Background: an optimization exercise with open tools, aiming at small area. Do not read the settings as production practice.
RTL that was checked went through simulation tests only; none was proved equivalent to the original.
Only the layout flow was run in runs 2 and 3; the RTL was not checked for function there.
Power and IR drop assume default switching activity.

<file path="run.sh">
#!/bin/bash
# synth_recipe.tcl (not shown) runs the flow's synth.tcl, then flattens the netlist and writes it again
# the make line also repeats each setting of config.mk as NAME=value (left out here)
make -C /OpenROAD-flow-scripts/flow DESIGN_CONFIG=/design/flow/config.mk WORK_HOME=/design/flow/orfs CLKGATE_MAP_FILE= SYNTH_SCRIPT=/design/flow/synth_recipe.tcl finish
</file>
<file path="config.mk">
export PLATFORM = sky130hd
export DESIGN_NAME = riscv_core
export DESIGN_NICKNAME = riscv_core
export VERILOG_FILES = /design/flow/design.v
export SDC_FILE = /design/flow/constraint.sdc
export NUM_CORES = 8
export LEC_CHECK = 0
export CAP_MARGIN = 20
export CORE_MARGIN = 2
export CORE_UTILIZATION = 28
export PLACE_DENSITY = 0.4
export SETUP_SLACK_MARGIN = 2.0
export SLEW_MARGIN = 20
</file>
<file path="constraint.sdc">
create_clock -name core_clock -period 16.0 [get_ports {clk}]
set_input_delay 3.2000 -clock core_clock [delete_from_list [all_inputs] [get_ports {clk}]]
set_output_delay 3.2000 -clock core_clock [all_outputs]
set_load 0.01 [all_outputs]
</file>
<file path="design.v">
module alu(
    input logic [31:0] operand_a,
    input logic [31:0] operand_b,
    input logic [11:0] immediate,  
    input logic [4:0] op_code,     
    output logic [31:0] result,
    output logic zero
);
    localparam ADD  = 5'b00000;  
    localparam SUB  = 5'b00001;  
    localparam SLL  = 5'b00010;  
    localparam SLT  = 5'b00011;  
    localparam SLTU = 5'b00100;  
    localparam XOR  = 5'b00101;  
    localparam SRL  = 5'b00110;  
    localparam SRA  = 5'b00111;  
    localparam OR   = 5'b01000;  
    localparam AND  = 5'b01001;  
    localparam ADDI  = 5'b01010;  
    localparam SLLI  = 5'b01011;  
    localparam SLTI  = 5'b01100;  
    localparam SLTUI = 5'b01101;  
    localparam XORI  = 5'b01110;  
    localparam SRLI  = 5'b01111;  
    localparam SRAI  = 5'b10000;  
    localparam ORI   = 5'b10001;  
    localparam ANDI  = 5'b10010;  
    logic [31:0] immediate_extended;
    assign immediate_extended = {{20{immediate[11]}}, immediate};   
     always_comb begin
        case (op_code)
            ADD:  result = operand_a + operand_b;
            SUB:  result = operand_a - operand_b;
            SLL:  result = operand_a << operand_b[4:0];
            SLT:  result = ($signed(operand_a) < $signed(operand_b)) ? 32'd1 : 32'd0;
            SLTU: result = (operand_a < operand_b) ? 32'd1 : 32'd0;  
            XOR:  result = operand_a ^ operand_b;
            SRL:  result = operand_a >> operand_b[4:0];
            SRA:  result = $signed(operand_a) >>> operand_b[4:0];  
            OR:   result = operand_a | operand_b;
            AND:  result = operand_a & operand_b;
            ADDI: result = operand_a + immediate_extended;
            SLLI: result = operand_a << immediate_extended[4:0];
            SLTI: result = ($signed(operand_a) < $signed(immediate_extended)) ? 32'd1 : 32'd0;
            SLTUI:result = (operand_a < immediate_extended) ? 32'd1 : 32'd0;
            XORI: result = operand_a ^ immediate_extended;
            SRLI: result = operand_a >> immediate_extended[4:0];
            SRAI: result = $signed(operand_a) >>> immediate_extended[4:0];  
            ORI:  result = operand_a | immediate_extended;
            ANDI: result = operand_a & immediate_extended;
            default: result = 32'd0;
        endcase
    end
    assign zero = (result == 32'd0);
endmodule
module control_unit(
    input logic [31:0] instruction,
    output logic [4:0] alu_op,
    output logic mem_read_enable,
    output logic mem_write_enable,
    output logic reg_read_enable,
    output logic reg_write_enable,
    output logic [4:0] reg_write_addr,
    output logic [4:0] reg_read_addr1,
    output logic [4:0] reg_read_addr2,
    output logic [11:0] immediate,
    output logic [2:0] load_operation,
    output logic [2:0] store_operation,
    output logic jump
);
    localparam R_TYPE = 7'b0110011;
    localparam I_TYPE = 7'b0010011;
    localparam LOAD   = 7'b0000011;
    localparam STORE  = 7'b0100011;
    localparam ADD_SUB  = 3'b000;  
    localparam SLL  = 3'b001;  
    localparam SLT  = 3'b010;  
    localparam SLTU = 3'b011;  
    localparam XOR  = 3'b100;  
    localparam SR   = 3'b101;  
    localparam OR   = 3'b110;  
    localparam AND  = 3'b111;  
    localparam ADDI  = 3'b000;  
    localparam SLLI  = 3'b001;  
    localparam SLTI  = 3'b010;  
    localparam SLTUI = 3'b011;  
    localparam XORI  = 3'b100;  
    localparam SRI  = 3'b101;  
    localparam ORI   = 3'b110;  
    localparam ANDI  = 3'b111;  
    always_comb begin
        immediate = 12'b000000000000;
        alu_op = 5'b11111;
        load_operation = 3'b011;
        store_operation = 3'b011;
        mem_read_enable = 0;
        mem_write_enable = 0;
        reg_read_enable = 0;
        reg_write_enable = 0;
        jump = 0;
        reg_write_addr = instruction[11:7];  
        reg_read_addr1 = instruction[19:15];  
        reg_read_addr2 = 5'b00000;  
        if (instruction != 32'b0) begin
            case (instruction[6:0])
                R_TYPE: begin
                    reg_read_addr2 = instruction[24:20];  
                    reg_read_enable = 1;
                    reg_write_enable = 1;
                    case (instruction[14:12]) 
                        ADD_SUB: alu_op = (instruction[30] ? 5'b00001 : 5'b00000);  
                        SLL  : alu_op = 5'b00010;
                        SLT  : alu_op = 5'b00011;
                        SLTU : alu_op = 5'b00100;
                        XOR  : alu_op = 5'b00101;
                        SR   : alu_op = (instruction[30] ? 5'b00111 : 5'b00110);  
                        OR   : alu_op = 5'b01000;
                        AND  : alu_op = 5'b01001;
                    endcase
                end
                I_TYPE: begin 
                    immediate = instruction[31:20];
                    reg_read_enable = 1;
                    reg_write_enable = 1;
                    case (instruction[14:12])
                        ADDI : alu_op = 5'b01010;
                        SLLI : alu_op = 5'b01011;
                        SLTI : alu_op = 5'b01100;
                        SLTUI: alu_op = 5'b01101;
                        XORI : alu_op = 5'b01110;
                        SRI : begin
                            immediate = instruction[24:20];  
                            alu_op = (instruction[30] ? 5'b10000 : 5'b01111);  
                        end
                        ORI  : alu_op = 5'b10001;
                        ANDI : alu_op = 5'b10010;
                    endcase
                end
                LOAD: begin  
                    mem_read_enable = 1;
                    immediate = instruction[31:20];
                    load_operation = instruction[14:12];
                    alu_op = 5'b01010;  
                    reg_write_enable = 1;
                end
                STORE: begin  
                    immediate = {instruction[31:25], instruction[11:7]};
                    store_operation = instruction[14:12];
                    reg_read_addr2 = instruction[24:20];  
                    reg_read_enable = 1;
                    mem_write_enable = 1;
                    alu_op = 5'b01010;  
                end
                7'b1101111: begin  
                    jump = 1;
                    reg_write_enable = 1;
                end
            endcase
        end
    end
endmodule
module register_file(
    input logic clk,
    input logic reset,
    input logic [4:0] reg_read_addr1,  
    input logic [4:0] reg_read_addr2,  
    input logic [4:0] reg_write_addr,  
    input logic [31:0] reg_write_data,  
    input logic [2:0] load_operation,  
    input logic reg_write_enable,  
    input logic reg_read_enable,  
    input logic read_from_mem,  
    input logic [31:0] data_from_mem,  
    output logic [31:0] reg_read_data1,
    output logic [31:0] reg_read_data2
);
    logic [31:0] registers [0:31];
    localparam LB  = 3'b000;  
    localparam LH  = 3'b001;  
    localparam LW  = 3'b010;  
    localparam LBU = 3'b100;  
    localparam LHU = 3'b101;  
    assign reg_read_data1 = reg_read_addr1 ? registers[reg_read_addr1] : 32'b0;
    assign reg_read_data2 = reg_read_addr2 ? registers[reg_read_addr2] : 32'b0;
    always @(posedge clk or posedge reset) begin
        if (reset) begin
            integer i;
            for (i = 0; i < 32; i = i + 1) begin
                registers[i] = 32'h00000000;
            end
            registers[1] = 32'h00000002;   
            registers[2] = 32'h00000007;   
            registers[4] = 32'h00000010;   
            registers[5] = 32'hFFFFFFF0;   
            registers[7] = 32'h00000014;   
        end else if (reg_write_enable && (reg_write_addr != 0)) begin
            if (read_from_mem) begin
                case(load_operation)
                    LB  : registers[reg_write_addr] = {{24{data_from_mem[7]}}, data_from_mem[7:0]};
                    LH  : registers[reg_write_addr] = {{16{data_from_mem[15]}}, data_from_mem[15:0]};
                    LW  : registers[reg_write_addr] = data_from_mem;
                    LBU : registers[reg_write_addr] = {24'b0, data_from_mem[7:0]};
                    LHU : registers[reg_write_addr] = {16'b0, data_from_mem[15:0]};
                endcase
            end else begin
                registers[reg_write_addr] = reg_write_data;
            end
        end
    end
endmodule
`timescale 1ns / 1ps
module program_counter(
    input wire clk,
    input wire reset,
    input wire [31:0] jump_addr,
    input wire jump,
    output reg [31:0] pc
);
    always @(posedge clk or posedge reset)
    begin
        if (reset) begin
            pc <= 4'h0;
        end else if (jump) begin
            pc <= jump_addr; 
        end else begin
            pc <= pc + 4; 
        end
    end
endmodule
module riscv_core(
    input  logic        clk,
    input  logic        reset,           
    output logic [31:0] imem_addr,
    input  logic [31:0] imem_rdata,
    output logic [31:0] dmem_addr,
    output logic        dmem_re,
    input  logic [31:0] dmem_rdata,
    output logic        dmem_we,
    output logic [31:0] dmem_wdata,
    output logic        wb_en,
    output logic [4:0]  wb_addr,
    output logic [31:0] wb_data
);
logic [31:0] alu_result;
logic [31:0] reg_read_data1;
logic [31:0] reg_read_data2;
logic [31:0] program_counter;
logic [4:0] alu_op;
logic [11:0] immediate;
logic [2:0] load_operation;
logic [2:0] store_operation;
logic jump;
logic mem_read_enable, mem_write_enable;
logic reg_write_enable;
logic reg_read_enable;
logic [4:0] reg_read_addr1, reg_read_addr2, reg_write_addr;
logic [31:0] instruction;
logic [31:0] jump_target;
logic [31:0] link_addr;
logic [31:0] reg_write_data;
assign instruction = imem_rdata;
assign imem_addr   = program_counter;
control_unit control_unit_inst (
    .instruction(instruction),
    .alu_op(alu_op),
    .mem_read_enable(mem_read_enable),
    .mem_write_enable(mem_write_enable),
    .reg_read_enable(reg_read_enable),
    .reg_write_enable(reg_write_enable),
    .reg_write_addr(reg_write_addr),
    .reg_read_addr1(reg_read_addr1),
    .reg_read_addr2(reg_read_addr2),
    .immediate(immediate),
    .load_operation(load_operation),
    .store_operation(store_operation),
    .jump(jump)
);
alu alu_inst (
    .operand_a(reg_read_data1),
    .operand_b(reg_read_data2),
    .immediate(immediate),
    .op_code(alu_op),
    .result(alu_result),
    .zero()
);
assign jump_target = program_counter + {{12{instruction[31]}}, instruction[19:12],
                                        instruction[20], instruction[30:21], 1'b0};
assign link_addr = program_counter + 32'd4;
assign reg_write_data = jump ? link_addr : alu_result;
register_file register_file_inst (
    .clk(clk),
    .reset(reset),
    .reg_read_addr1(reg_read_addr1),
    .reg_read_addr2(reg_read_addr2),
    .reg_write_addr(reg_write_addr),
    .reg_write_data(reg_write_data),
    .load_operation(load_operation),
    .reg_write_enable(reg_write_enable),
    .reg_read_enable(reg_read_enable),
    .read_from_mem(mem_read_enable),
    .data_from_mem(dmem_rdata),
    .reg_read_data1(reg_read_data1),
    .reg_read_data2(reg_read_data2)
);
program_counter pc_inst (
    .clk(clk),
    .reset(reset),
    .jump_addr(jump_target),
    .jump(jump),
    .pc(program_counter)
);
assign dmem_addr = alu_result;
assign dmem_re   = mem_read_enable;
assign dmem_we   = mem_write_enable && reg_read_enable && (alu_result != 32'd0) &&
                   (store_operation == 3'b000 || store_operation == 3'b001 ||
                    store_operation == 3'b010);
always_comb begin
    case (store_operation)
        3'b000:  dmem_wdata = {24'b0, reg_read_data2[7:0]};    
        3'b001:  dmem_wdata = {16'b0, reg_read_data2[15:0]};   
        default: dmem_wdata = reg_read_data2;                  
    endcase
end
assign wb_addr = reg_write_addr;
assign wb_en   = reg_write_enable && (reg_write_addr != 5'd0) &&
                 (!mem_read_enable || load_operation == 3'b000 || load_operation == 3'b001 ||
                  load_operation == 3'b010 || load_operation == 3'b100 ||
                  load_operation == 3'b101);
always_comb begin
    if (mem_read_enable) begin
        case (load_operation)
            3'b000:  wb_data = {{24{dmem_rdata[7]}}, dmem_rdata[7:0]};     
            3'b001:  wb_data = {{16{dmem_rdata[15]}}, dmem_rdata[15:0]};   
            3'b100:  wb_data = {24'b0, dmem_rdata[7:0]};                   
            3'b101:  wb_data = {16'b0, dmem_rdata[15:0]};                  
            default: wb_data = dmem_rdata;                                 
        endcase
    end else begin
        wb_data = reg_write_data;
    end
end
endmodule
</file>
==> impl_metrics.json, run 1 <==
{
  "synth_cells": 8120,
  "crit_fanout": 22,
  "cts_sinks": 1023,
  "worstSetupPathType": "input port to output pin",
  "syn_to_final_growth_pct": 21.6,
  "io_buffers": 200,
  "ys_types": 115,
  "crit_family": "simple AND/OR/NAND/NOR gates",
  "slew_violations": 0,
  "grt_overflow": 0,
  "rsz0062_at_grt": "true",
  "insertion_delay_ps": 860,
  "startpoint": "imem_rdata[16]",
  "tns_ps": 0,
  "wl_per_cell_um": 43.3,
  "start_util_pct": 28.1,
  "first_global_vias": 71100,
  "hold_viol": 0,
  "cp.arrival_ps": 10900,
  "slew_headroom_pct": 18.7,
  "clock.fmax_ghz": 0.0709,
  "ioPinCount": 202,
  "timing.critical_path.to": "dmem_we",
  "drc": 0,
  "placed_area_um2": 75100,
  "cts_buffers": 130,
  "grt_pass1_wl_mm": 668,
  "placementRows": 179,
  "path_clk_slew_ps": 60,
  "cts_tree": "done",
  "irDropWorstVdd_mv": 0.0928,
  "ys_seq_elements": 1023,
  "reg2reg_from": "register_file_inst.registers[10][7]",
  "reg2reg_slack_ps": 8100,
  "drt_iter0_drc": 11000,
  "root_buffer": "clkbuf_16",
  "place.gp.congestion": 1.05,
  "outcome": "complete, no violations",
  "core-area_um2": 238000,
  "final_net_count": 8514,
  "min_period_ps": 14100,
  "period_share_pct": 88.1,
  "dieWidth_um": 493,
  "startpoint_type": "input port",
  "critPathBufInv": 5,
  "die-area_um2": 243000,
  "cp_num_cells": 28,
  "ys_seq_area_share_pct": 38.3,
  "grt.total_usage_pct": 40.2,
  "cts_buffer_depth": 3,
  "fin_skew_ps": 55.3,
  "synthesis.nets": 8312,
  "ff2ff_path_depth": 30,
  "hold_path_class": "register to register",
  "layout_common_cells": "nand2_1 (1283), o21ai_0 (1085), dfrtp_1 (988)",
  "hpwlAfterDp_mm": 360,
  "drtPass1Iterations": 30,
  "synth_area_um2": 66900,
  "htree_levels": 4,
  "setup_viol": 0,
  "powerDensity_nw_per_um2": 80.4,
  "layout-drive-gt1-share_pct": 15.8,
  "drv_cap": 0,
  "synth-edff-count": 0,
  "grt_antenna_before_repair": 39,
  "synthArstFlopShare_pct": 100,
  "cpMaxStageDelayCell": "or4_1",
  "critPathMaxStageDelay_ps": 720,
  "leakagePower_uw": 0.0348,
  "routed_wl_mm": 504,
  "die_h_um": 493,
  "stdcell_area_um2": 81400,
  "ys_warn_count": 6,
  "avgSynthCellArea_um2": 8.24,
  "drtAntennaViolNets": 0,
  "cp_data_required_time_ps": 12800,
  "routed_via_density": 6.53,
  "grt_max_degree": 142,
  "routed-via-count": 75900,
  "tightestPinTransition_ps": 1220,
  "layout_commonest_cell": "nand2_1",
  "endpoint_kind": "output pin",
  "synth_flop_cell": "dfrtp_1",
  "r2r-end": "register_file_inst.registers[18][28]"
}
-- where the power goes --
part           internal (uW)  switching (uW)
registers               2620            61.9
clock network           1830            1310
logic                    232             487
total                   4690            1860
-- how the worst min path moves through the flow --
stage	endpoint	slack (ps)	start	cells after the start
final	register_file_inst.registers[5][6]	500	register_file_inst.registers[5][6]	2
after global routing	register_file_inst.registers[5][6]	510	register_file_inst.registers[5][6]	2
after CTS	register_file_inst.registers[5][6]	490	register_file_inst.registers[5][6]	2
after detailed placement	register_file_inst.registers[5][6]	490	register_file_inst.registers[5][6]	2
after global placement	register_file_inst.registers[5][10]	480	register_file_inst.registers[5][10]	2
after floorplan	register_file_inst.registers[30][0]	450	register_file_inst.registers[30][0]	2
-- cell type report --
| type | count | area, um2 |
|---|---|---|
| diodes | 33 | 82.6 |
| clock buffers | 195 | 3860 |
| clock inverters | 44 | 652 |
| fillers | 25000 | 156000 |
| inverters | 96 | 368 |
| multi-input cells | 6237 | 39600 |
| flip-flops and latches | 1023 | 25600 |
| well taps | 3167 | 3960 |
| repair buffers | 834 | 7310 |
-- synth_stat cells, types with 39 or more instances --
cell type	n	area share, %
nor2_1	408	2.3
mux2i_1	249	3.7
clkbuf_1	618	3.5
buf_2	84	0.63
o22ai_1	41	0.38
a22oi_1	493	5.5
or4_1	39	0.44
a221oi_1	110	1.4
a21oi_1	362	2.7
xnor2_1	69	0.90
dfrtp_1	988	37
nand2b_1	46	0.43
xor2_1	45	0.59
mux2_2	97	1.6
nand4_1	187	1.7
and2_1	60	0.56
nor4_1	60	0.56
inv_1	88	0.49
a2111oi_0	65	0.85
o21ai_0	1097	8.2
nor3_1	96	0.72
and3_1	225	2.1
nor2b_1	44	0.41
ha_1	123	2.3
a22o_1	105	1.4
nand3_1	228	1.7
nand2_1	1321	7.4
a21o_1	46	0.52
-- metrics by stage --
step	hold WS (ps)	worst slack, ps	utilization [%]	total power (uW)	std cells
finish	497	1900	34.2	6550	11600
CTS	494	2000	34.0	6560	11600
floorplan	452	-1270	-	3060	8120
global route	515	1870	34.2	6720	11600
detailed placement	486	-162	31.6	3410	11300
global placement	480	-401	31.6	3400	11300
-- sequential cells by signal, indices dropped and copies added, names as in the netlist --
register	cells
pc_inst.pc	31
register_file_inst.registers	992
-- logic make-up (layout without fill, tap and decap cells) --
| kind of cell | after synthesis | after routing | share of synthesized area, % |
|---|---|---|---|
| XOR/XNOR | 114 | 114 | 1.49 |
| multiplexers | 353 | 353 | 5.57 |
| flip-flops | 1023 | 1023 | 38.3 |
| adder cells (fa/ha/maj) | 127 | 127 | 2.40 |
| AND/OR/NAND/NOR | 2929 | 2932 | 21.0 |
| AO/OA/AOI/OAI | 2710 | 2710 | 26.0 |
| buffers and inverters | 863 | 1169 | 5.20 |
| other | 1 | 34 | 0.00560 |
-- timing repair --
item	in CTS	in global routing
hold buffers	0	0
gates cloned	4	0
pin swaps	29	30
gates resized for setup	203	68
setup buffers	53	19
endpoints found under the setup margin	38	7
-- worst min-delay path, cell delays in order, from the launching register on --
cell     delay [ps]
dfstp_2         380
nand2_1          50
o21ai_0          70
-- layer usage --
metal  up-vias  global-route usage, %  share of wire [%]
li1      30500                      -                  -
met1     37900                   49.7                 39
met2      5762                   59.6                 42
met3      1736                   12.7                 11
met5         -                      0              0.047
met4        30                   27.6                8.6
==> run 2, diff against run 1 <==
==> design.v (replaced) <==
module rf_read_bit(
    input  logic [31:1] d,
    input  logic [31:1] s,
    output logic        y
);
assign y = |(d & s);
endmodule
module riscv_core(
    input  logic        clk,
    input  logic        reset,           
    output logic [31:0] imem_addr,
    input  logic [31:0] imem_rdata,
    output logic [31:0] dmem_addr,
    output logic        dmem_re,
    input  logic [31:0] dmem_rdata,
    output logic        dmem_we,
    output logic [31:0] dmem_wdata,
    output logic        wb_en,
    output logic [4:0]  wb_addr,
    output logic [31:0] wb_data
);
logic [31:0] ins;
assign ins = imem_rdata;
logic [2:0] f3;
logic [4:0] rs1, rs2, rd;
assign f3  = ins[14:12];
assign rs1 = ins[19:15];
assign rs2 = ins[24:20];
assign rd  = ins[11:7];
logic is_r, is_i, is_ld, is_st, is_jal;
assign is_r   = ins[6:0] == 7'b0110011;
assign is_i   = ins[6:0] == 7'b0010011;
assign is_ld  = ins[6:0] == 7'b0000011;
assign is_st  = ins[6:0] == 7'b0100011;
assign is_jal = ins[6:0] == 7'b1101111;
logic [31:0] pc;
logic [31:0] pc_plus4, jump_target;
assign pc_plus4    = pc + 32'd4;
assign jump_target = pc + {{12{ins[31]}}, ins[19:12], ins[20], ins[30:21], 1'b0};
always_ff @(posedge clk or posedge reset) begin
    if (reset) pc <= 32'd0;
    else       pc <= is_jal ? jump_target : pc_plus4;
end
assign imem_addr = pc;
logic [31:0] rf [1:31];
logic [31:1] vld;
logic [31:1] wsel;
always_comb begin
    for (int i = 1; i < 32; i++) wsel[i] = wb_en && (rd == i);
end
always_ff @(posedge clk) begin
    for (int i = 1; i < 32; i++)
        if (wsel[i]) rf[i] <= wb_data;
end
always_ff @(posedge clk or posedge reset) begin
    if (reset) vld <= '0;
    else       vld <= vld | wsel;
end
logic [31:0] ra, rb, xa, xb;
logic [31:1] sa, sb, ua, ub;
always_comb begin
    for (int i = 1; i < 32; i++) begin
        sa[i] = rs1 == i && vld[i];
        sb[i] = rs2 == i && vld[i];
        ua[i] = rs1 == i && !vld[i];
        ub[i] = rs2 == i && !vld[i];
    end
end
for (genvar k = 0; k < 32; k++) begin : g_rd
    logic [31:1] col;
    for (genvar j = 1; j < 32; j++) begin : g_col
        assign col[j] = rf[j][k];
    end
    rf_read_bit rda (.d(col), .s(sa), .y(xa[k]));
    rf_read_bit rdb (.d(col), .s(sb), .y(xb[k]));
end
assign ra = xa | {{27{ua[5]}}, ua[4] | ua[5] | ua[7], 1'b0, ua[2] | ua[7], ua[1] | ua[2], ua[2]};
assign rb = xb | {{27{ub[5]}}, ub[4] | ub[5] | ub[7], 1'b0, ub[2] | ub[7], ub[1] | ub[2], ub[2]};
logic [31:0] opb;
assign opb = is_r  ? rb :
             is_st ? {{20{ins[31]}}, ins[31:25], ins[11:7]} :
                     {{20{ins[31]}}, ins[31:20]};
logic sub;
assign sub = ins[4] && ((f3 == 3'b000 && ins[30] && ins[5]) || f3[2:1] == 2'b01);
logic [32:0] sum;
assign sum = {1'b0, ra} + {1'b0, opb ^ {32{sub}}} + {32'd0, sub};
logic slt, sltu;
assign sltu = !sum[32];
assign slt  = (ra[31] ^ opb[31]) ? ra[31] : sum[31];
logic        left;
logic [31:0] sh_in, sh_out, sh_rev;
logic        fill;
assign left = !f3[2];
always_comb begin
    for (int k = 0; k < 32; k++) sh_in[k] = left ? ra[31 - k] : ra[k];
end
assign fill   = ins[30] && !left && ra[31];
assign sh_out = 32'($signed({fill, sh_in}) >>> opb[4:0]);
always_comb begin
    for (int k = 0; k < 32; k++) sh_rev[k] = sh_out[31 - k];
end
logic [31:0] alu;
always_comb begin
    case (f3)
        3'b000:  alu = sum[31:0];
        3'b001:  alu = sh_rev;
        3'b010:  alu = {31'd0, slt};
        3'b011:  alu = {31'd0, sltu};
        3'b100:  alu = ra ^ opb;
        3'b101:  alu = sh_out;
        3'b110:  alu = ra | opb;
        default: alu = ra & opb;
    endcase
end
assign dmem_addr = sum[31:0];
assign dmem_re   = is_ld;
assign dmem_we   = is_st && (sum[31:0] != 32'd0) && !f3[2] && !(f3[1] && f3[0]);
assign dmem_wdata = {rb[31:16] & {16{f3[1]}}, rb[15:8] & {8{f3[1] | f3[0]}}, rb[7:0]};
logic [31:0] ld;
logic        ld_sign;
assign ld_sign = !f3[2] && (f3[0] ? dmem_rdata[15] : dmem_rdata[7]);
assign ld = f3[1]  ? dmem_rdata :
            f3[0]  ? {{16{ld_sign}}, dmem_rdata[15:0]} :
                     {{24{ld_sign}}, dmem_rdata[7:0]};
assign wb_addr = rd;
assign wb_en   = (rd != 5'd0) &&
                 (is_r || is_i || is_jal ||
                  (is_ld && !(f3[1] && f3[0]) && !(f3[2] && f3[1])));
assign wb_data = is_ld  ? ld :
                 is_jal ? pc_plus4 :
                          alu;
endmodule
--- a/config.mk
+++ b/config.mk
@@ -11,3 +11,4 @@
 export PLACE_DENSITY = 0.4
-export SETUP_SLACK_MARGIN = 2.0
+export SETUP_SLACK_MARGIN = 0
 export SLEW_MARGIN = 20
+export SYNTH_HIERARCHICAL = 1
==> impl_metrics.json, run 2 <==
{
  "leakagePower_uw": 0.0219,
  "synth_top_area_share_pct": 56.3,
  "cts_tree": "done",
  "synth_flop_cell": "edfxtp_1",
  "worstSetupPathType": "input port to output pin",
  "layout-drive-gt1-share_pct": 13.8,
  "synth_commonest_cells": "edfxtp_1 (992), a22oi_1 (774), nor2_1 (221), a21oi_1 (205), nand3_1 (181)",
  "slew_headroom_pct": 23.4,
  "path_common_cell": "or4_1",
  "endpoint_kind": "output pin",
  "r2r-end": "rf[22][28]",
  "stdcell_area_um2": 63800,
  "worst_slack_ps": 713,
  "ys_seq_area_share_pct": 59.2,
  "placementRows": 159,
  "routed_via_density": 6.12,
  "ys_types": 87,
  "outcome": "complete, no violations",
  "hold_viol": 0,
  "pwr-share-seq_pct": 44.6,
  "grt_overflow": 0,
  "layout_common_cells": "edfxtp_1 (992), a22oi_1 (774), buf_4 (202)",
  "core-area_um2": 188000,
  "fillers": 18700,
  "synth_area_leaders": "edfxtp_1 (56%), a22oi_1 (11%), ha_1 (3.0%), dfrtp_1 (2.9%), a21oi_1 (1.9%)",
  "rsz0062_at_grt": "false",
  "reg2reg_slack_ps": 8030,
  "grt_antenna_before_repair": 32,
  "grt_max_degree": 63,
  "first_global_vias": 42400,
  "reg2reg_from": "vld[5]",
  "hold_ws_ps": 514,
  "grt_pass1_wl_mm": 365,
  "power_frac_clock_pct": 40.2,
  "drtPass1Iterations": 29,
  "die_h_um": 439,
  "largest_reg_flops": 992,
  "whs_path_depth": 1,
  "setup_viol": 0,
  "placed_area_um2": 59800,
  "drt_iter0_drc": 5546,
  "tightestPinTransition_ps": 1140,
  "yosysMostFrequentCell": "edfxtp_1",
  "cts.repair.resized": 0,
  "synthArstFlopShare_pct": 5.88,
  "powerDensity_nw_per_um2": 111,
  "wl_per_cell_um": 37.7,
  "final_net_count": 4794,
  "startpoint_type": "input port",
  "holdBufCountCts": 0,
  "p_int_uw": 5130,
  "synth_cells": 4196,
  "slew_violations": 0,
  "insertion_delay_ps": 810,
  "ys_warn_count": 8,
  "layout_commonest_cell": "edfxtp_1",
  "crit_chain": "clkdlybuf4s50_1, and3b_1, and3_2, a221oi_2, nand3_1, or4_1, nand2b_1, inv_2, o21a_1, a22oi_1, fa_1, a211oi_1, o21ai_1, a31oi_1, o21ai_0, xor2_1, or4_1, or4b_1, or4_1, or4_1, nor4_1, a21oi_1, clkdlybuf4s50_1",
  "cp_data_required_time_ps": 12800,
  "avgSynthCellArea_um2": 12.6,
  "grt.total_usage_pct": 27.4,
  "swShare_pct": 27.8,
  "htree_levels": 3,
  "min_period_ps": 15290,
  "critPathMaxStageDelay_ps": 810,
  "startpoint": "imem_rdata[16]",
  "p_comb_share_pct": 15.2,
  "fin_skew_ps": 64.7,
  "ioPinCount": 202,
  "cp.arrival_ps": 12090,
  "hpwlAfterDp_mm": 192,
  "clock.fmax_ghz": 0.0654,
  "io_buffers": 200,
  "cpMaxStageDelayCell": "clkdlybuf4s50_1",
  "root_buffer": "clkbuf_16",
  "tns_ps": 0,
  "cts_buffer_depth": 3,
  "synth_area_um2": 53000,
  "place.gp.congestion": 0.977,
  "irDropWorstVdd_mv": 0.0895,
  "routed-via-count": 44100,
  "ff2ff_path_depth": 20,
  "dieWidth_um": 439,
  "finalNonFillerCells": 7208,
  "synthesis.nets": 4390,
  "routed_wl_mm": 272,
  "place_inst": 6974,
  "drc": 0,
  "ys_seq_elements": 1054,
  "crit_fanout": 14,
  "die-area_um2": 193000,
  "hold_path_class": "register to register",
  "synth-edff-count": 992,
  "drv_cap": 0,
  "dp_slack_ps": 852,
  "syn_to_final_growth_pct": 20.6,
  "post_cts_buffers": 0,
  "p_switching_uw": 1980,
  "timing.critical_path.to": "dmem_we",
  "drtAntennaViolNets": 0,
  "period_share_pct": 95.5,
  "cts_sinks": 1054,
  "cts_buffers": 119,
  "path_clk_slew_ps": 60,
  "synth_area_leader_cell": "edfxtp_1",
  "start_util_pct": 28.2
}
-- run 2: cell types whose count changed after synthesis, sizes merged, moves of 81 or more --
| cell | before | now |
|---|---|---|
| mux2 | 98 | 17 |
| mux2i | 249 | 74 |
| dfrtp | 988 | 62 |
| buf | 149 | 33 |
| a22oi | 494 | 774 |
| o21ai | 1108 | 102 |
| nand2 | 1322 | 151 |
| a21oi | 366 | 205 |
| nor2 | 412 | 221 |
| edfxtp | 0 | 992 |
| clkbuf | 618 | 89 |
| and3 | 226 | 82 |
-- run 2: metal layers --
layer | vias to the layer above | track usage [%] | wire, um
li1 | 18400 | - | -
met1 | 22800 | 36.9 | 115000
met2 | 2436 | 42.6 | 121000
met3 | 439 | 5.88 | 23700
met4 | 8 | 11.4 | 12600
met5 | - | 0 | 55
-- run 2: modules after synthesis (local to each module, per instance) --
| module | copies in the design | cell area [um2] |
|---|---|---|
| rf_read_bit | 64 | 154 |
| riscv_core | 1 | 43100 |
-- run 2: worst min path at each step --
stage / from / end / slack (ps)
6_report: vld[14] / vld[14] / 510
5_1_grt: vld[14] / vld[14] / 530
4_1_cts: vld[14] / vld[14] / 510
3_5_place_dp: vld[14] / vld[14] / 490
3_3_place_gp: vld[28] / vld[28] / 500
2_1_floorplan: vld[10] / vld[10] / 450
-- run 2: final cells by class --
| cell class | instances | area [um2] | share of cell area [%] |
|---|---|---|---|
| clock inverters | 82 | 932 | 1.46 |
| well taps | 2495 | 3120 | 4.89 |
| clock buffers | 143 | 3090 | 4.84 |
| inverters | 95 | 357 | 0.559 |
| diodes | 9 | 22.5 | 0.0353 |
| repair buffers | 405 | 3560 | 5.58 |
| multi-input cells | 2925 | 21400 | 33.5 |
| flip-flops and latches | 1054 | 31300 | 49.1 |
-- run 2: metrics by stage --
stage	utilization (%)	power [uW]
3_3_place_gp	31.8	4300
6_report	34.0	7100
2_1_floorplan	-	3760
3_5_place_dp	31.8	4290
4_1_cts	34.0	7150
5_1_grt	34.0	7330
-- run 2: kinds of logic after synthesis --
group | after synthesis | share of synthesized area (%)
buf+inv | 217 | 1.60
other cells | 1 | 0.00708
simple gates | 1043 | 10.4
xor+xnor | 108 | 1.79
fa+ha+maj | 128 | 3.05
flops | 1054 | 59.2
compound gates | 1550 | 22.1
mux | 95 | 1.93
-- run 2: power groups by stage --
stage | combinational, uW | sequential, uW | clock, uW
detailed placement | 1070 | 3230 | 0
finish | 1080 | 3170 | 2860
global route | 1150 | 3170 | 3010
global placement | 1070 | 3230 | 0
CTS | 1070 | 3170 | 2900
floorplan | 531 | 3220 | 0
-- run 2: worst max-delay path, delay by kind of cell --
| kind | cells | cell delay [ps] |
|---|---|---|
| AND/OR/NAND/NOR | 10 | 4390 |
| AO/OA/AOI/OAI | 8 | 2300 |
| buffers and inverters | 3 | 1460 |
| adder cells (fa/ha/maj) | 1 | 490 |
| XOR/XNOR | 1 | 220 |
==> run 3, diff against run 2 <==
--- a/config.mk
+++ b/config.mk
@@ -7,8 +7,9 @@
 export LEC_CHECK = 0
-export CAP_MARGIN = 20
+export CAP_MARGIN = 0
 export CORE_MARGIN = 2
-export CORE_UTILIZATION = 28
-export PLACE_DENSITY = 0.4
+export CORE_UTILIZATION = 60
+export CTS_BUF_LIST = sky130_fd_sc_hd__clkbuf_4
+export PLACE_DENSITY = 0.7
 export SETUP_SLACK_MARGIN = 0
-export SLEW_MARGIN = 20
+export SLEW_MARGIN = 0
 export SYNTH_HIERARCHICAL = 1
==> impl_metrics.json, run 3 <==
{
  "insertion_delay_ps": 1240,
  "ys_warn_count": 8,
  "yosysMostFrequentCell": "edfxtp_1",
  "core-area_um2": 87200,
  "startpoint_type": "input port",
  "layout.area.seq_um2": 31300,
  "io_buffers": 200,
  "outcome": "complete, no violations",
  "tns_ps": 0,
  "irDropWorstVdd_mv": 0.0895,
  "drc": 0,
  "drtAntennaViolNets": 0,
  "cpMaxStageDelayCell": "a221oi_1",
  "wl_met3_mm": 40.9,
  "cts.repair.resized": 0,
  "fillers": 6362,
  "crit_fanout": 20,
  "multi_input_area_um2": 21200,
  "synth_top_area_share_pct": 56.3,
  "cts_sinks": 1054,
  "grt_antenna_before_repair": 21,
  "stdcell_area_um2": 61000,
  "highest-signal-layer": "met5",
  "final_net_count": 4941,
  "synth_top_family_by_area": "compound AO/OA/AOI/OAI gates",
  "dp_slack_ps": 1170,
  "ys_seq_area_share_pct": 59.2,
  "start_util_pct": 60.8,
  "cp.arrival_ps": 12260,
  "worstSetupPathType": "input port to output pin",
  "synth-edff-count": 992,
  "min_period_ps": 15460,
  "synth_area_um2": 53000,
  "synth-compound-area-share_pct": 22.1,
  "synth_area_leader_cell": "edfxtp_1",
  "routed_via_density": 7.75,
  "syn_to_final_growth_pct": 15.3,
  "powerDensity_nw_per_um2": 106,
  "clock.fmax_ghz": 0.0647,
  "ioPinCount": 202,
  "place.gp.congestion": 1.13,
  "ys_types": 87,
  "synth_flop_cell": "edfxtp_1",
  "hold_viol": 0,
  "slew_headroom_pct": 19.8,
  "placementRows": 108,
  "die_h_um": 301,
  "dieWidth_um": 301,
  "hpwlAfterDp_mm": 152,
  "synth.area.mux_share_pct": 1.93,
  "routed-via-count": 47100,
  "die-area_um2": 90700,
  "ys_seq_elements": 1054,
  "p_total_uw": 6480,
  "cts_tree": "done",
  "synth_adder_area_share_pct": 3.05,
  "layout_commonest_cell": "edfxtp_1",
  "cts_buffer_depth": 4,
  "slew_violations": 0,
  "holdBufCountCts": 0,
  "crit_chain": "clkdlybuf4s50_1, and2_0, and3_1, buf_4, a222oi_1, nand3_1, or4_1, nor4_1, inv_1, ha_1, nand2_1, nor2_1, nand2_1, a221oi_1, nor3_1, o311ai_0, nand3_1, a31oi_1, xor2_1, nand4b_1, a31oi_4, clkdlybuf4s50_1",
  "grt_pass1_wl_mm": 316,
  "synth_xor_area_share_pct": 1.79,
  "grt_overflow": 0,
  "drtPass1Iterations": 11,
  "drv_cap": 0,
  "root_buffer": "clkbuf_4",
  "setup_viol": 0,
  "path_clk_slew_ps": 60,
  "period_share_pct": 96.6,
  "drt_iter0_drc": 9195,
  "synthArstFlopShare_pct": 5.88,
  "post-route-util_pct": 70.0,
  "synthesis.nets": 4390,
  "routed_wl_mm": 227,
  "cts_buffers": 286,
  "yosys.area_share.simple_pct": 10.4,
  "synth_cells": 4196,
  "avgSynthCellArea_um2": 12.6,
  "layout-drive-gt1-share_pct": 16.5,
  "grt.total_usage_pct": 49.7,
  "wl_met2_mm": 92.3,
  "endpoint_kind": "output pin",
  "synth_area_leaders": "edfxtp_1 (56%), a22oi_1 (11%), ha_1 (3.0%), dfrtp_1 (2.9%), a21oi_1 (1.9%)",
  "fin_skew_ps": 136,
  "layout_common_cells": "edfxtp_1 (992), a22oi_1 (774), clkbuf_4 (386)",
  "hold_path_class": "register to register",
  "leakagePower_uw": 0.0219,
  "rsz0062_at_grt": "false",
  "tightestPinTransition_ps": 1200,
  "first_global_vias": 44200,
  "critPathMaxStageDelay_ps": 770,
  "post_cts_buffers": 0,
  "cp_data_required_time_ps": 12800,
  "wl_met1_mm": 73.7,
  "placed_area_um2": 57800,
  "grt_max_degree": 63,
  "largest_reg_flops": 992,
  "worst_slack_ps": 544,
  "wl_per_cell_um": 37.4,
  "htree_levels": 5,
  "synth_commonest_cells": "edfxtp_1 (992), a22oi_1 (774), nor2_1 (221), a21oi_1 (205), nand3_1 (181)"
}
-- run 3: changes by cell type in the layout (fill, tap and decap cells not counted), moves of 9 or more --
cell | before | now
and3_2 | 58 | 9
bufinv_16 | 16 | 4
and3_1 | 24 | 73
clkbuf_4 | 0 | 386
clkbuf_1 | 23 | 0
inv_2 | 3 | 12
clkinvlp_4 | 9 | 0
clkbuf_16 | 120 | 0
diode_2 | 9 | 21
buf_4 | 202 | 185
-- run 3: cell type report --
class / instances / share of cell area [%]
flip-flops and latches: 1054 / 51.3
multi-input cells: 2925 / 34.8
repair buffers: 385 / 5.54
clock buffers: 386 / 4.75
well taps: 1155 / 2.37
inverters: 95 / 0.584
clock inverters: 53 / 0.525
diodes: 21 / 0.0861
-- run 3: path summary, 6_finish.rpt --
check / startpoint / endpoint / slack (ps) / cells after the start
setup / recovery: imem_rdata[18] / wb_data[0] / 540 / 22
hold / removal: vld[18] / vld[18] / 520 / 1
setup reg to reg: vld[5] / rf[11][0] / 7600 / 21
hold reg to reg: vld[18] / vld[18] / 520 / 1
max in group asynchronous: reset / vld[9] / 12790 / 3
min in group asynchronous: reset / pc[17] / 2620 / 3
-- run 3: routing by layer --
| metal | GRT usage (%) | vias up |
|---|---|---|
| li1 | - | 18800 |
| met1 | 60.4 | 22200 |
| met2 | 68.4 | 4907 |
| met3 | 24.5 | 1150 |
| met4 | 36.0 | 18 |
| met5 | 0.265 | - |
-- run 3: cell families (layout without fill, tap and decap cells) --
kind of cell    count (synthesis)  after routing
compound gates               1550           1550
flops                        1054           1054
simple gates                 1043           1043
buf+inv                       217            919
fa+ha+maj                     128            128
xor+xnor                      108            108
mux                            95             95
other cells                     1             22
-- run 3: Yosys stat by module, one instance, submodules excluded --
module,flops+latches,cell area [um2]
riscv_core,1054,43100
rf_read_bit,0,154
-- run 3: through the flow --
stage,cells,hold slack [ps]
after floorplan,4196,446
after global placement,5614,482
after detailed placement,5614,480
after CTS,6053,492
after global routing,6058,528
final,6074,515
-- run 3: report_power, final --
group | switching (uW) | leakage (uW) | internal, uW
Clock | 1090 | 0.00196 | 1170
Sequential | 58.5 | 0.00975 | 3110
Combinational | 688 | 0.0101 | 368
-- run 3: worst max-delay path: cells and delay by family --
kind	cells	cell delay (ps)
AOI/OAI and AO/OA	5	2600
xor gates and xnor gates	1	580
adders and majority gates	1	370
buffers and inverters	4	1880
and+or+nand+nor	11	3600
==> run 4, diff against run 3 <==
--- a/design.v
+++ b/design.v
@@ -1,8 +1 @@
-module rf_read_bit(
-    input  logic [31:1] d,
-    input  logic [31:1] s,
-    output logic        y
-);
-assign y = |(d & s);
-endmodule
 module riscv_core(
@@ -58,8 +51,10 @@
 end
-logic [31:0] ra, rb, xa, xb;
-logic [31:1] sa, sb, ua, ub;
+logic [31:0] ra, rb;
+logic [31:1] ua, ub;
 always_comb begin
+    ra = '0;
+    rb = '0;
     for (int i = 1; i < 32; i++) begin
-        sa[i] = rs1 == i && vld[i];
-        sb[i] = rs2 == i && vld[i];
+        ra = ra | (rf[i] & {32{rs1 == i && vld[i]}});
+        rb = rb | (rf[i] & {32{rs2 == i && vld[i]}});
         ua[i] = rs1 == i && !vld[i];
@@ -67,13 +62,5 @@
     end
+    ra = ra | {{27{ua[5]}}, ua[4] | ua[5] | ua[7], 1'b0, ua[2] | ua[7], ua[1] | ua[2], ua[2]};
+    rb = rb | {{27{ub[5]}}, ub[4] | ub[5] | ub[7], 1'b0, ub[2] | ub[7], ub[1] | ub[2], ub[2]};
 end
-for (genvar k = 0; k < 32; k++) begin : g_rd
-    logic [31:1] col;
-    for (genvar j = 1; j < 32; j++) begin : g_col
-        assign col[j] = rf[j][k];
-    end
-    rf_read_bit rda (.d(col), .s(sa), .y(xa[k]));
-    rf_read_bit rdb (.d(col), .s(sb), .y(xb[k]));
-end
-assign ra = xa | {{27{ua[5]}}, ua[4] | ua[5] | ua[7], 1'b0, ua[2] | ua[7], ua[1] | ua[2], ua[2]};
-assign rb = xb | {{27{ub[5]}}, ub[4] | ub[5] | ub[7], 1'b0, ub[2] | ub[7], ub[1] | ub[2], ub[2]};
 logic [31:0] opb;
==> config.mk (replaced) <==
export PLATFORM = sky130hd
export DESIGN_NAME = riscv_core
export DESIGN_NICKNAME = riscv_core
export VERILOG_FILES = /design/flow/design.v
export SDC_FILE = /design/flow/constraint.sdc
export NUM_CORES = 8
export LEC_CHECK = 0
export CAP_MARGIN = 20
export CORE_MARGIN = 2
export CORE_UTILIZATION = 28
export PLACE_DENSITY = 0.4
export SETUP_SLACK_MARGIN = 2.0
export SLEW_MARGIN = 20
==> impl_metrics.json, run 4 <==
{
  "routed-via-count": 54700,
  "drt_iter0_drc": 10600,
  "dieWidth_um": 451,
  "outcome": "complete, no violations",
  "worst_slack_ps": 1890,
  "drtAntennaViolNets": 0,
  "hold_viol": 0,
  "cpMaxStageDelayCell": "xnor2_1",
  "irDropWorstVdd_mv": 0.0899,
  "placed_area_um2": 62900,
  "endpoint_kind": "output pin",
  "die_h_um": 451,
  "synthArstFlopShare_pct": 5.88,
  "synth_cells": 4906,
  "powerDensity_nw_per_um2": 109,
  "min_period_ps": 14110,
  "grt.total_usage_pct": 36.3,
  "crit_fanout": 11,
  "grt_busiest_layer": "met2",
  "setup_viol": 0,
  "grt_pass1_wl_mm": 494,
  "synth_area_um2": 55900,
  "hpwlAfterDp_mm": 254,
  "cts_buffer_depth": 3,
  "slew_violations": 0,
  "synth_flop_cell": "edfxtp_1",
  "critPathBufInv": 5,
  "use_met1_pct": 45.9,
  "grt_antenna_before_repair": 33,
  "grt_overflow": 0,
  "fin_skew_ps": 40.4,
  "wl_per_cell_um": 48.0,
  "yosysMostFrequentCell": "edfxtp_1",
  "hold_path_class": "register to register",
  "startpoint_type": "input port",
  "layout-drive-gt1-share_pct": 16.0,
  "dp_slack_ps": 831,
  "first_global_vias": 50700,
  "syn_to_final_growth_pct": 21.9,
  "synth_area_leaders": "edfxtp_1 (53%), a22oi_1 (5.1%), nand3_1 (4.8%), ha_1 (2.8%), dfrtp_1 (2.8%)",
  "synth_top_family_by_area": "compound AO/OA/AOI/OAI gates",
  "routed_wl_mm": 383,
  "synth_area_leader_cell": "edfxtp_1",
  "synth.area.mux_share_pct": 2.44,
  "stdcell_area_um2": 68100,
  "ys_seq_area_share_pct": 56.1,
  "synth_xor_area_share_pct": 1.69,
  "synth_adder_area_share_pct": 2.89,
  "drc": 0,
  "post-route-util_pct": 34.4,
  "cp_data_required_time_ps": 12800,
  "holdBufCountCts": 0,
  "synth_commonest_cells": "edfxtp_1 (992), nand3_1 (538), a22oi_1 (377), clkbuf_1 (298), nand4_1 (246)",
  "htree_levels": 4,
  "drv_cap": 0,
  "ioPinCount": 202,
  "grt_max_degree": 63,
  "layout_commonest_cell": "edfxtp_1",
  "slew_headroom_pct": 17.6,
  "synth-compound-area-share_pct": 17.0,
  "grt_use_met3_pct": 12.8,
  "ys_types": 91,
  "critPathMaxStageDelay_ps": 550,
  "place.gp.congestion": 0.987,
  "drtPass1Iterations": 10,
  "die-area_um2": 203000,
  "synth-edff-count": 992,
  "use_met2_pct": 52.4,
  "crit_family": "simple AND/OR/NAND/NOR gates",
  "cts_buffers": 130,
  "leakagePower_uw": 0.0235,
  "clock.fmax_ghz": 0.0709,
  "synthesis.nets": 5100,
  "path_common_cell": "or4_1",
  "placementRows": 163,
  "final_net_count": 5402,
  "yosys.area_share.simple_pct": 16.4,
  "cts_tree": "done",
  "period_share_pct": 88.2,
  "largest_reg_flops": 992,
  "core-area_um2": 198000,
  "synth_top_area_share_pct": 53.3,
  "start_util_pct": 28.2,
  "cp.arrival_ps": 10910,
  "path_clk_slew_ps": 50,
  "io_buffers": 200,
  "routed_via_density": 6.85,
  "tns_ps": 0,
  "insertion_delay_ps": 820,
  "avgSynthCellArea_um2": 11.4,
  "rsz0062_at_grt": "true",
  "tightestPinTransition_ps": 1240,
  "layout_common_cells": "edfxtp_1 (992), nand3_1 (535), a22oi_1 (377)",
  "worstSetupPathType": "input port to output pin",
  "root_buffer": "clkbuf_16",
  "ys_seq_elements": 1054,
  "cts_sinks": 1054,
  "ys_warn_count": 2
}
run 4: cell types whose count changed after synthesis, sizes merged, moves of 61 or more:
cell and change:
a22oi -397, nand3 +357, clkbuf +210, nand4 +109, buf +69, nand2 +61
run 4: logic make-up after synthesis:
logic type | Yosys count
simple gates | 1693
compound gates | 1303
flops | 1054
buf+inv | 497
fa+ha+maj | 128
mux | 122
xor+xnor | 108
other cells | 1
run 4: path summary, 6_finish.rpt:
check | end | slack (ps) | start | cells past startpoint
min reg2reg | vld[16] | 610 | vld[16] | 1
max in group asynchronous | vld[14] | 12320 | reset | 3
max | dmem_we | 1890 | imem_rdata[21] | 26
max reg2reg | rf[6][26] | 8340 | vld[14] | 19
min | vld[16] | 610 | vld[16] | 1
min in group asynchronous | vld[30] | 3040 | reset | 3
run 4: final cells by class:
| cell class | count | area, um2 |
|---|---|---|
| diodes | 30 | 75.1 |
| clock buffers | 164 | 3530 |
| clock inverters | 71 | 714 |
| fillers | 19800 | 130000 |
| inverters | 96 | 364 |
| multi-input cells | 3355 | 23700 |
| flip-flops and latches | 1054 | 31300 |
| well taps | 2640 | 3300 |
| repair buffers | 571 | 5100 |
run 4: stage by stage:
| step | hold WS (ps) | std cells | power, uW |
|---|---|---|---|
| after global routing | 625 | 7957 | 7600 |
| final | 607 | 7981 | 7430 |
| after floorplan | 469 | 4906 | 3800 |
| after global placement | 573 | 7689 | 4400 |
| after CTS | 594 | 7939 | 7400 |
| after detailed placement | 575 | 7689 | 4400 |
run 4: power breakdown:
part	leakage [uW]	switching [uW]	total, uW	internal, uW
combinational	0.0117	787	1200	409
sequential	0.00976	77.8	3190	3110
clock	0.00206	1250	3040	1790
run 4: metal layers:
layer  share of wire (%)  vias up
li1                    -    20400
met1                  38    27700
met2                  41     5130
met3                  13     1420
met4                 7.9       26
met5               0.053        -
run 4: timing repair:
action	4_1_cts	5_1_grt
pin swaps	13	11
gates cloned	0	0
resized for setup	123	62
setup endpoints to repair	15	8
setup buffers	15	12

[what the ideal ports hide]
The results above use ideal ports. As a check the final layouts listed here were re-extracted and re-timed, cells and wires unchanged. Step 1 assumes that a clkbuf_16 drives the clock port and a buf_2 every other input. Step 2, shift: input delay + t, output delay - t, t = (earliest + latest rising clock arrival at the registers) / 2. This alone moves slack from input paths to output paths. Slacks: no drivers / after step 1 / after step 2; pairs: no drivers / after step 1.
run | t, ns | slack for setup (ns) | hold WS [ns] | worst setup path at the end | clock arrival spread, ns
run 1 | 0.929 | 1.900 / 1.870 / 1.870 | 0.497 / 0.497 / 0.497 | input to output | 0.055 / 0.056
run 2 | 0.861 | 0.713 / 0.683 / 0.683 | 0.514 / 0.514 / 0.514 | input to output | 0.065 / 0.065
run 3 | 1.244 | 0.544 / 0.516 / 0.516 | 0.515 / 0.515 / 0.515 | input to output | 0.136 / 0.136
run 4 | 0.900 | 1.893 / 1.834 / 1.834 | 0.607 / 0.607 / 0.607 | input to output | 0.040 / 0.040
After both steps every run listed still meets setup and hold. For run 4, which loses most, drivers alone change the setup slack by -0.059 ns; drivers and shift together by -0.059 ns.
